This is an optimization exercise on Yosys and OpenROAD, whose aim is small area, not a production implementation. The RTL was checked by simulation tests, not by an equivalence proof against the original design. Power and IR drop assume default switching activity.

## P
==> flow/design.v (excerpt) <==
module Top_Module_Controller_and_FIR(ADC,clk,Find_Setting, rst_n, LED_Drive,DC_Comp,LED_IR,LED_RED,PGA_Gain,Out_IR_Filtered,Out_RED_Filtered);
	output wire [3:0] LED_Drive;
	output wire [6:0] DC_Comp;
	output wire LED_IR;
	output wire LED_RED;
	output wire [3:0] PGA_Gain;
	input wire [7:0] ADC;
	input wire clk;
	input wire rst_n;
	input wire Find_Setting;
	output wire [19:0] Out_IR_Filtered;
	output wire [19:0] Out_RED_Filtered;
	wire [7:0] RED_ADC_Value;
	wire [7:0] IR_ADC_Next;
	wire CLK_Filter;
	Controller_StateMachine Controller(
	.ADC(ADC), .clk(clk), .Find_Setting(Find_Setting), .rst_n(rst_n),
	.LED_Drive(LED_Drive), .DC_Comp(DC_Comp), .LED_IR(LED_IR), .LED_RED(LED_RED), .PGA_Gain(PGA_Gain),
	.RED_ADC_Value(RED_ADC_Value), .IR_ADC_Next(IR_ADC_Next), .CLK_Filter(CLK_Filter));
	FIR_Filter_Optimized Filters(
	.clk(clk), .CLK_Filter(CLK_Filter), .rst_n(rst_n),
	.RED_ADC_Value(RED_ADC_Value), .IR_ADC_Next(IR_ADC_Next),
	.Out_RED_Filtered(Out_RED_Filtered), .Out_IR_Filtered(Out_IR_Filtered));
endmodule
Size in the first run: about 1700 cells after synthesis, about 510 flip-flops.
==> flow/config.mk <==
export PLATFORM = sky130hd
export DESIGN_NAME = Top_Module_Controller_and_FIR
export DESIGN_NICKNAME = Top_Module_Controller_and_FIR
export VERILOG_FILES = /design/flow/design.v
export SDC_FILE = /design/flow/constraint.sdc
export NUM_CORES = 4
export LEC_CHECK = 0
export CAP_MARGIN = 0
export CORE_MARGIN = 2
export CORE_UTILIZATION = 60
export SLEW_MARGIN = 0
export SYNTH_HIERARCHICAL = 1
==> flow/constraint.sdc <==
create_clock -name core_clock -period 10.0 [get_ports {clk}]
set_input_delay 2.0000 -clock core_clock [delete_from_list [all_inputs] [get_ports {clk}]]
set_output_delay 2.0000 -clock core_clock [all_outputs]
set_load 0.01 [all_outputs]
standard.sh (not shown) runs the stock make flow with config.mk's settings and CLKGATE_MAP_FILE= SYNTH_SCRIPT=/design/flow/synth_recipe.tcl, a recipe that flattens the netlist after the stock synthesis.
==> flow/flow/run.sh <==
#!/bin/bash
# Layout flow: the standard ORFS flow (standard.sh: the standard synthesis,
# floorplan, power grid, tap cells, placement, CTS, routing), with two settings
# passed to it through the environment:
#  - every port still gets its own buffer, but the smallest one (buf_1);
#  - the clock tree uses clkbuf_8 sink clusters and no dummy loads.
# The whole make output goes to flow_make.log in this folder; ORFS also writes
# each step's log under orfs/logs/.
set -euo pipefail
export BUFFER_PORTS_ARGS="-buffer_cell sky130_fd_sc_hd__buf_1"
export CTS_ARGS="-sink_clustering_enable -repair_clock_nets -dont_use_dummy_load -buf_list sky130_fd_sc_hd__clkbuf_8 -sink_clustering_size 18 -sink_clustering_max_diameter 60"
bash standard.sh finish > flow_make.log 2>&1
P: PASS, flow complete, no timing, DRC or antenna violations
The following lists how Q was set up differently from P:
Settings: swapping 0 for 20 in SLEW_MARGIN; swapping 0 for 20 in CAP_MARGIN; swapping 60 for 68 in CORE_UTILIZATION.
--- outcome ---
- Q gives more share of cell area taken by multi-input logic gates than P did.
- Q vs. P: total wire length after detailed routing lower, final worst slack higher, clock skew lower.
- Delta (Q minus P): via count rose 0.60%, worst-case hold slack rose 0.029 ns, number of inserted diodes fell 1.
Changes in R relative to Q:
Settings: ABC_AREA now 1, previously not set.
Results
- Relative max-transition margin | R above Q
- R vs Q, timing startpoint of the critical path: Filters.h[1] vs Filters.h[4]
- On R: unique cell type count in the Yosys netlist is about 35% lower than what Q gave.
- R: part of the total power dissipated in the clock network lower than Q
- Critical path depth: R higher than Q
- From Q to R, initial antenna violation count did not move at all.
- Of the two candidates, Q has the worse worst setup slack after layout and R the better one.
- On hold slack, the lower figure sits with R, not Q.
- R ends up with a mux cell area share after synthesis that is 1.7 points lower than in Q.

==> re-timing with driven ports <==
The results above use ideal ports. As a check the final layouts listed here were re-extracted and re-timed, cells and wires unchanged. Step 1 assumes that a clkbuf_16 drives the clock port and a buf_2 every other input. Step 2 adds t to the input delays and takes it off the output delays; t is the mean of the earliest and latest rising clock arrival at the registers after step 1. Input paths then give back, and output paths get back, about the clock's delay inside the block. a / b / c = ideal ports / drivers / drivers and shift; a / b = the first two.
| run | t (ns) | setup WS [ns] | hold WS [ns] | clock arrival spread, ns | pins driven straight from the clock port |
|---|---|---|---|---|---|
| P | 0.642 | 0.259 / 0.259 / 0.259 | 0.271 / 0.271 / 0.271 | 0.112 / 0.112 | 1 |
| Q | 0.599 | 0.369 / 0.369 / 0.369 | 0.300 / 0.300 / 0.300 | 0.078 / 0.078 | 1 |
| R | 0.617 | 0.384 / 0.384 / 0.384 | 0.280 / 0.280 / 0.280 | 0.068 / 0.067 | 1 |
After both steps setup and hold are still met in every run listed.
